Source: an optimization exercise on an open RTL-to-GDS flow (aim: small area). Production flows keep margins and buffers that such runs may drop.
The RTL was checked by simulation tests, not by an equivalence proof against the original design.
Power is estimated from default activity; no workload was simulated.

==> 12-15 <==
## axi_regs
module axi_regs #(
    parameter AXI_ADDR_WIDTH = 32,  
    parameter logic [31:0] BASEADDR = 32'h00000000  
    ) (
    input  wire                      axi_aclk,
    input  wire                      axi_aresetn,
    input  wire [AXI_ADDR_WIDTH-1:0] s_axi_awaddr,
    input  wire [2:0]                s_axi_awprot,
    input  wire                      s_axi_awvalid,
    input  wire [7:0]                s_axi_awid,
    input  wire [7:0]                s_axi_awlen,
    input  wire [2:0]                s_axi_awsize,
    output wire                      s_axi_awready,
    input  wire [31:0]               s_axi_wdata,
    input  wire [3:0]                s_axi_wstrb,
    input  wire                      s_axi_wvalid,
    input  wire                      s_axi_wlast,
    output wire                      s_axi_wready,
    input  wire [AXI_ADDR_WIDTH-1:0] s_axi_araddr,
    input  wire [2:0]                s_axi_arprot,
    input  wire                      s_axi_arvalid,
    input  wire [7:0]                s_axi_arid,
    input  wire [7:0]                s_axi_arlen,
    input  wire [2:0]                s_axi_arsize,
    output wire                      s_axi_arready,
    output wire [31:0]               s_axi_rdata,
    output wire [1:0]                s_axi_rresp,
    output wire                      s_axi_rvalid,
    output wire [7:0]                s_axi_rid,
    output wire                      s_axi_rlast,
    input  wire                      s_axi_rready,
    output wire [1:0]                s_axi_bresp,
    output wire                      s_axi_bvalid,
    output wire [7:0]                s_axi_bid,
    input  wire                      s_axi_bready,
    output wire reg0_strobe,  
    output wire [31:0] reg0_value,  
    output wire reg1_strobe,  
    output wire [31:0] reg1_value,  
    output wire reg2_strobe,  
    output wire [31:0] reg2_value,  
    output wire reg3_strobe,  
    output wire [31:0] reg3_value,  
    output wire reg4_strobe,  
    input wire [31:0] reg4_value,  
    output wire reg5_strobe,  
    output wire [31:0] reg5_value,  
    input wire reg6_value_set,  
    output wire reg7_strobe,  
    output wire [31:0] reg7_value,  
    output wire reg8_strobe,  
    output wire [31:0] reg8_value,  
    output wire reg9_strobe,  
    output wire [31:0] reg9_value,  
    output wire reg10_strobe,  
    output wire [31:0] reg10_value,  
    output wire reg11_strobe,  
    output wire [31:0] reg11_value,  
    output wire reg12_strobe,  
    output wire [31:0] reg12_value,  
    output wire reg13_strobe,  
    output wire [31:0] reg13_value,  
    output wire reg14_strobe,  
    output wire [31:0] reg14_value,  
    output wire reg15_strobe,  
    output wire [31:0] reg15_value,  
    output wire reg16_strobe,  
    output wire [31:0] reg16_value,  
    output wire reg17_strobe,  
    output wire [31:0] reg17_value,  
    output wire reg18_strobe,  
    output wire [31:0] reg18_value,  
    output wire reg19_strobe,  
    output wire [31:0] reg19_value,  
    output wire reg20_strobe,  
    output wire [31:0] reg20_value,  
    output wire reg21_strobe,  
    output wire [31:0] reg21_value,  
    output wire reg22_strobe,  
    output wire [31:0] reg22_value,  
    output wire reg23_strobe,  
    output wire [31:0] reg23_value,  
    output wire reg24_strobe,  
    output wire [31:0] reg24_value,  
    output wire reg25_strobe,  
    output wire [31:0] reg25_value,  
    output wire reg26_strobe,  
    output wire [31:0] reg26_value,  
    output wire reg27_strobe,  
    output wire [31:0] reg27_value,  
    output wire reg28_strobe,  
    output wire [31:0] reg28_value,  
    output wire reg29_strobe,  
    output wire [31:0] reg29_value,  
    output wire reg30_strobe,  
    output wire [31:0] reg30_value,  
    output wire reg31_strobe,  
    output wire [31:0] reg31_value  
    );
Settings: LEC_CHECK=0, CAP_MARGIN=20, CORE_MARGIN=2, CORE_UTILIZATION=45, PLACE_DENSITY=0.6, SLEW_MARGIN=20, SYNTH_HIERARCHICAL=1; clock period 5.0 ns.
standard.sh (not shown) runs the stock make flow with config.mk's settings and CLKGATE_MAP_FILE= SYNTH_SCRIPT=/design/flow/synth_recipe.tcl, a recipe that flattens the netlist after the stock synthesis.
==> flow/flow/run.sh <==
#!/bin/bash
# The standard ORFS layout (standard.sh), with two changes in how the
# layout is built:
#  - port buffers use the smallest buffer cell (buf_1) instead of the
#    delay-buffer cell buffer_ports picks by default;
#  - CTS clusters more sinks per leaf buffer and adds no dummy loads.
export BUFFER_PORTS_ARGS="-buffer_cell sky130_fd_sc_hd__buf_1"
export CTS_ARGS="-sink_clustering_enable -repair_clock_nets -dont_use_dummy_load -sink_clustering_size 25 -sink_clustering_max_diameter 100"
export PLACE_PINS_ARGS="-min_distance 1 -min_distance_in_tracks"
bash standard.sh > standard.log 2>&1
==> 02-17 (differences from 12-15) <==
==> flow/flow/run.sh (replaced) <==
#!/bin/bash
# The standard ORFS layout (standard.sh), with two changes in how the
# layout is built:
#  - port buffers use the smallest buffer cell (buf_1) instead of the
#    delay-buffer cell buffer_ports picks by default;
#  - CTS clusters more sinks per leaf buffer and adds no dummy loads.
export BUFFER_PORTS_ARGS="-buffer_cell sky130_fd_sc_hd__buf_1"
export CTS_ARGS="-sink_clustering_enable -repair_clock_nets -dont_use_dummy_load -sink_clustering_size 25 -sink_clustering_max_diameter 100"
bash standard.sh > standard.log 2>&1
Settings changed: CORE_AREA set to 4 4 421 421, CORE_MARGIN 2 to unset, CORE_UTILIZATION 45 to unset, DIE_AREA set to 0 0 425 425.
==> 01-09 (differences from 12-15) <==
--- a/flow/design.v
+++ b/flow/design.v
@@ -228,37 +228,27 @@
     output wire [31:0] reg29_value,  
     output wire reg30_strobe,  
     output wire [31:0] reg30_value,  
     output wire reg31_strobe,  
     output wire [31:0] reg31_value  
     );
     localparam int AW = AXI_ADDR_WIDTH;
-    wire [AW-3:0] aw_off, ar_off;
-    if (BASEADDR[6:2] == 5'd0) begin: g_aligned
-        assign aw_off = {s_axi_awaddr[AW-1:7] ^ BASEADDR[AW-1:7], s_axi_awaddr[6:2]};
-        assign ar_off = {s_axi_araddr[AW-1:7] ^ BASEADDR[AW-1:7], s_axi_araddr[6:2]};
-    end else begin: g_unaligned
-        assign aw_off = s_axi_awaddr[AW-1:2] - BASEADDR[AW-1:2];
-        assign ar_off = s_axi_araddr[AW-1:2] - BASEADDR[AW-1:2];
-    end
+    wire [AW-3:0] aw_off = s_axi_awaddr[AW-1:2] - BASEADDR[AW-1:2];
+    wire [AW-3:0] ar_off = s_axi_araddr[AW-1:2] - BASEADDR[AW-1:2];
     wire          aw_in  = (aw_off[AW-3:5] == '0);
     wire          ar_in  = (ar_off[AW-3:5] == '0);
     logic       aw_got, w_got, awready_q, wready_q, bvalid_q, bresp_q, upd_q;
     logic [7:0] bid_q;
     logic       wa_in;
     logic [4:0] wa_idx;
     logic [31:0] wd_q;
     logic [3:0]  ws_q;
     wire upd     = aw_got & w_got;
     wire aw_take = s_axi_awvalid & ~aw_got & ~bvalid_q;
     wire w_take  = s_axi_wvalid  & ~w_got  & ~bvalid_q;
-    wire [7:0] bid_d;
-    for (genvar i = 0; i < 8; i++) begin: g_bid
-        axr_ao22 u_bid (.a1(aw_take), .a2(s_axi_awid[i]), .b1(~aw_take), .b2(bid_q[i]), .y(bid_d[i]));
-    end
     always_ff @(posedge axi_aclk or negedge axi_aresetn) begin
         if (~axi_aresetn) begin
             aw_got    <= 1'b0;
             w_got     <= 1'b0;
             awready_q <= 1'b0;
             wready_q  <= 1'b0;
             bvalid_q  <= 1'b0;
@@ -268,62 +258,46 @@
         end else begin
             awready_q <= aw_take;
             wready_q  <= w_take;
             aw_got    <= ~upd & (aw_got | aw_take);
             w_got     <= ~upd & (w_got | w_take);
             upd_q     <= upd;
             bvalid_q  <= upd | (bvalid_q & ~s_axi_bready);
-            if (upd) bresp_q <= ~(wa_in & (wa_idx != 5'd4));
-            bid_q     <= bid_d;
+            if (upd)     bresp_q <= ~(wa_in & (wa_idx != 5'd4));
+            if (aw_take) bid_q   <= s_axi_awid;
         end
     end
-    wire [5:0]  wa_d;
-    wire [35:0] wd_d;
-    for (genvar i = 0; i < 6; i++) begin: g_wa
-        axr_ao22 u_wa (.a1(~aw_got), .a2(i == 5 ? aw_in : aw_off[i]), .b1(aw_got),
-                       .b2(i == 5 ? wa_in : wa_idx[i]), .y(wa_d[i]));
-    end
-    for (genvar i = 0; i < 36; i++) begin: g_wd
-        axr_ao22 u_wd (.a1(~w_got), .a2(i < 32 ? s_axi_wdata[i] : s_axi_wstrb[i-32]), .b1(w_got),
-                       .b2(i < 32 ? wd_q[i] : ws_q[i-32]), .y(wd_d[i]));
-    end
     always_ff @(posedge axi_aclk) begin
-        {wa_in, wa_idx} <= wa_d;
-        {ws_q, wd_q}    <= wd_d;
-    end
-    wire [7:0]  wa_hi;
-    wire [15:0] wa_lo;
-    for (genvar m = 0; m < 8; m++) begin: g_hi
-        assign wa_hi[m] = upd & wa_in & (wa_idx[4:2] == m);
-    end
-    for (genvar k = 0; k < 16; k++) begin: g_lo
-        assign wa_lo[k] = (wa_idx[1:0] == k / 4) & ws_q[k % 4];
+        if (~aw_got) begin
+            wa_in  <= aw_in;
+            wa_idx <= aw_off[4:0];
+        end
+        if (~w_got) begin
+            wd_q <= s_axi_wdata;
+            ws_q <= s_axi_wstrb;
+        end
     end
     logic [31:0] wdec;
     always_comb begin
         wdec = '0;
         wdec[wa_idx] = wa_in;
     end
     wire  [31:0] rv [0:31];
     logic        reg6_q;
     for (genvar r = 0; r < 32; r++) begin: g_reg
         if (r != 4 && r != 6) begin: g_rw
-            wire [3:0] we, wen;
-            for (genvar b = 0; b < 4; b++) begin: g_en
-                axr_nand2 u_wen (.a(wa_hi[r / 4]), .b(wa_lo[4 * (r % 4) + b]), .y(wen[b]));
-                axr_inv   u_we  (.a(wen[b]), .y(we[b]));
-            end
-            wire [31:0] d;
+            wire sel = upd & wdec[r];
             logic [31:0] q;
-            for (genvar i = 0; i < 32; i++) begin: g_bit
-                axr_ao22 u_bit (.a1(we[i/8]), .a2(wd_q[i]), .b1(wen[i/8]), .b2(q[i]), .y(d[i]));
-            end
             always_ff @(posedge axi_aclk or negedge axi_aresetn) begin
-                if (~axi_aresetn) q <= '0;
-                else              q <= d;
+                if (~axi_aresetn) begin
+                    q <= '0;
+                end else begin
+                    for (int b = 0; b < 4; b++)
+                        if (sel & ws_q[b]) q[8*b +: 8] <= wd_q[8*b +: 8];
+                end
             end
             assign rv[r] = q;
         end else begin: g_none
             assign rv[r] = '0;
         end
     end
     always_ff @(posedge axi_aclk or negedge axi_aresetn) begin
@@ -332,86 +306,63 @@
         else if (reg6_value_set)
             reg6_q <= 1'b1;
         else if (upd & wdec[6] & ws_q[0] & wd_q[0])
             reg6_q <= 1'b0;
     end
     logic       arready_q, resp_q, rvalid_q, rresp_v, rresp_q, reg4_strobe_q;
     logic [7:0] rid_q;
+    logic [31:0] rd_q;
     wire ar_take = s_axi_arvalid & ~arready_q & ~resp_q & ~rvalid_q;
-    wire [7:0] rid_d;
-    for (genvar i = 0; i < 8; i++) begin: g_rid
-        axr_ao22 u_rid (.a1(ar_take), .a2(s_axi_arid[i]), .b1(~ar_take), .b2(rid_q[i]), .y(rid_d[i]));
-    end
     always_ff @(posedge axi_aclk or negedge axi_aresetn) begin
         if (~axi_aresetn) begin
             arready_q     <= 1'b0;
             resp_q        <= 1'b0;
             rvalid_q      <= 1'b0;
             rresp_q       <= 1'b0;
             reg4_strobe_q <= 1'b0;
             rid_q         <= '0;
         end else begin
             arready_q     <= ar_take;
             resp_q        <= arready_q;
             rvalid_q      <= resp_q | (rvalid_q & ~s_axi_rready);
             reg4_strobe_q <= arready_q & ar_in & (ar_off[4:0] == 5'd4);
-            if (resp_q) rresp_q <= rresp_v;
-            rid_q         <= rid_d;
+            if (resp_q)  rresp_q <= rresp_v;
+            if (ar_take) rid_q   <= s_axi_arid;
         end
     end
     wire [31:0] rsrc [0:31];
     wire [31:0] rsel;
     for (genvar r = 0; r < 32; r++) begin: g_rsrc
         if (r == 4)      begin: g4 assign rsrc[r] = reg4_value; end
         else if (r == 5) begin: g5 assign rsrc[r] = '0; end
         else if (r == 6) begin: g6 assign rsrc[r] = {31'b0, reg6_q}; end
         else             begin: gr assign rsrc[r] = rv[r]; end
-        assign rsel[r] = arready_q & ar_in & (ar_off[4:0] == r);
+        assign rsel[r] = ar_in & (ar_off[4:0] == r);
     end
-    logic [31:0] rd_n;
-    wire  [31:0] rd_n_d;
-    for (genvar i = 0; i < 32; i++) begin: g_rbit
-        localparam int NS = (i == 0) ? 31 : 30;
-        localparam int NG = (NS + 2) / 3;
-        wire [3*NG-1:0] s, v;
-        for (genvar k = 0; k < 3*NG; k++) begin: g_src
-            localparam int R = (k < 5) ? k : k + ((i == 0) ? 1 : 2);
-            if (k < NS) begin: g_on
-                assign s[k] = rsel[R];
-                assign v[k] = rsrc[R][i];
-            end else begin: g_off
-                assign s[k] = 1'b0;
-                assign v[k] = 1'b0;
-            end
-        end
-        wire [NG-1:0] y;
-        for (genvar g = 0; g < NG; g++) begin: g_grp
-            axr_aoi222 u_aoi (.a1(s[3*g]), .a2(v[3*g]), .b1(s[3*g+1]), .b2(v[3*g+1]),
-                              .c1(s[3*g+2]), .c2(v[3*g+2]), .y(y[g]));
-        end
-        assign rd_n_d[i] = (&y) & (arready_q | rd_n[i]);
+    logic [31:0] rmux;
+    always_comb begin
+        rmux = '0;
+        for (int r = 0; r < 32; r++)
+            rmux = rmux | (rsrc[r] & {32{rsel[r]}});
     end
     always_ff @(posedge axi_aclk) begin
         rresp_v <= ~ar_in | (ar_off[4:0] == 5'd5);
-        rd_n    <= rd_n_d;
+        if (arready_q) rd_q <= rmux;
     end
     assign s_axi_awready = awready_q;
     assign s_axi_wready  = wready_q;
     assign s_axi_bvalid  = bvalid_q;
     assign s_axi_bresp   = {2{bresp_q}};
     assign s_axi_bid     = bid_q;
     assign s_axi_arready = arready_q;
     assign s_axi_rvalid  = rvalid_q;
     assign s_axi_rlast   = rvalid_q;
     assign s_axi_rresp   = {2{rresp_q}};
     assign s_axi_rid     = rid_q;
-    wire rvalid_n = ~rvalid_q;
-    for (genvar i = 0; i < 32; i++) begin: g_rdata
-        axr_nor2 u_rdata (.a(rd_n[i]), .b(rvalid_n), .y(s_axi_rdata[i]));
-    end
+    assign s_axi_rdata   = rd_q & {32{rvalid_q}};
     assign reg4_strobe = reg4_strobe_q;
     assign reg0_value  = rv[0];
     assign reg0_strobe = upd_q & wdec[0];
     assign reg1_value  = rv[1];
     assign reg1_strobe = upd_q & wdec[1];
     assign reg2_value  = rv[2];
     assign reg2_strobe = upd_q & wdec[2];
@@ -466,37 +417,7 @@
     assign reg29_value  = rv[29];
     assign reg29_strobe = upd_q & wdec[29];
     assign reg30_value  = rv[30];
     assign reg30_strobe = upd_q & wdec[30];
     assign reg31_value  = rv[31];
     assign reg31_strobe = upd_q & wdec[31];
 endmodule
-module axr_ao22 (
-    input  wire a1, a2, b1, b2,
-    output wire y
-);
-    assign y = (a1 & a2) | (b1 & b2);
-endmodule
-module axr_aoi222 (
-    input  wire a1, a2, b1, b2, c1, c2,
-    output wire y
-);
-    assign y = ~((a1 & a2) | (b1 & b2) | (c1 & c2));
-endmodule
-module axr_nand2 (
-    input  wire a, b,
-    output wire y
-);
-    assign y = ~(a & b);
-endmodule
-module axr_inv (
-    input  wire a,
-    output wire y
-);
-    assign y = ~a;
-endmodule
-module axr_nor2 (
-    input  wire a, b,
-    output wire y
-);
-    assign y = ~(a | b);
-endmodule
==> flow/flow/run.sh (replaced) <==
#!/bin/bash
# Standard ORFS layout; the port buffers use the smallest buffer cell.
export BUFFER_PORTS_ARGS="-buffer_cell sky130_fd_sc_hd__buf_1"
bash standard.sh > standard.log 2>&1
Settings changed: CORE_UTILIZATION 45 to 40, SYNTH_HIERARCHICAL 1 to unset.
==> summary of the runs <==
Routed wire length, lowest first: 12-15, 02-17, 01-09.
The lowest total power belongs to 12-15, the highest to 01-09.
The lowest register-to-register slack belongs to 01-09, the highest to 12-15.
Die area, lowest first: 12-15, 01-09, 02-17.
Via count, lowest first: 12-15, 02-17, 01-09.
Design area, highest first: 01-09, 02-17, 12-15.
Against 02-17, the final cell count of 12-15 is smaller by 17%.
Combinational power, highest first: 01-09, 12-15, 02-17.
The highest count of clock-buffer cells in the layout belongs to 01-09, the lowest to 12-15.
Of 02-17 and 01-09, 01-09 has the higher critical path depth (gap 2).
==> figures <==
metric                                                                             02-17                    12-15                    01-09
Result of the run                                                complete, no violations  complete, no violations  complete, no violations
Clock network fraction of total power                                              27.1%                    26.1%                    32.7%
Summed instance area of the synthesized netlist                             0.0415 sq mm             0.0415 sq mm             0.0475 sq mm
Switching Fraction                                                                 35.9%                    34.8%                    35.2%
DR WL/cell                                                                  38.1 microns             37.0 microns             42.1 microns
Number of buffers created by CTS                                                      54                       49                      113
Antenna Cells                                                                          7                       18                       33
Final worst path period share                                                      82.4%                    88.6%                    89.3%
Routability congestion estimate                                                     1.04                     1.04                    0.967
Synthesis warning total                                                                7                        7                        1
Crit-path max FO                                                                      14                       14                        8
Met3 Track Usage GR                                                                8.75%                    15.5%                    14.4%
Placeable core region                                                        0.172 sq mm             0.0915 sq mm              0.118 sq mm
Startpoint of the worst setup timing path                                      wa_idx[0]                wa_idx[0]                wa_idx[0]
Share of the synthesized area in compound gates (AO/OA/AOI/OAI)                    29.9%                    29.9%                    9.59%
Overall power after layout                                                     17,700 uW                17,300 uW                25,700 uW
Post-synthesis average cell area                                              13.8 sq um               13.8 sq um               13.3 sq um
Final clock-cell share                                                             2.63%                    2.46%                    6.27%
Number of instances in the synthesized netlist                                     3,016                    3,016                    3,576
Starting density of the core                                                       24.1%                    45.3%                    40.3%
Achievable Freq                                                                  243 MHz                  226 MHz                  224 MHz
Wl on met1                                                                       91.5 mm                  74.7 mm                   101 mm

-- separate check: timing with driven ports --
The flow's constraints put no driver on any port. The routed layouts listed below were extracted and timed again, unchanged, in two steps. Step 1, drivers: a clkbuf_16 drives axi_aclk and a buf_2 each remaining input, both assumed. Step 2 moves the port delays by t, midway between the first and last clock arrival at a register: inputs arrive t later, outputs are due t later. That takes back most of the time a late clock gives input paths. Three values: ideal, step 1, step 2; two values: the first two.
| run | shift t [ns] | setup WS [ns] | worst hold slack (ns) | worst register clock-pin slew, ns |
|---|---|---|---|---|
| 12-15 | 0.696 | 0.572 / 0.503 / 0.842 | 0.389 / 0.341 / 0.482 | 0.11 / 0.11 |
| 02-17 | 0.749 | 0.879 / 0.793 / 0.703 | 0.326 / 0.275 / 0.485 | 0.12 / 0.12 |
| 01-09 | 0.803 | 0.534 / 0.534 / 0.534 | 0.222 / 0.171 / 0.473 | 0.07 / 0.07 |
After both steps setup and hold are still met in every run listed. For 02-17, which loses most, drivers alone change the setup slack by -0.086 ns; drivers and shift together by -0.176 ns.
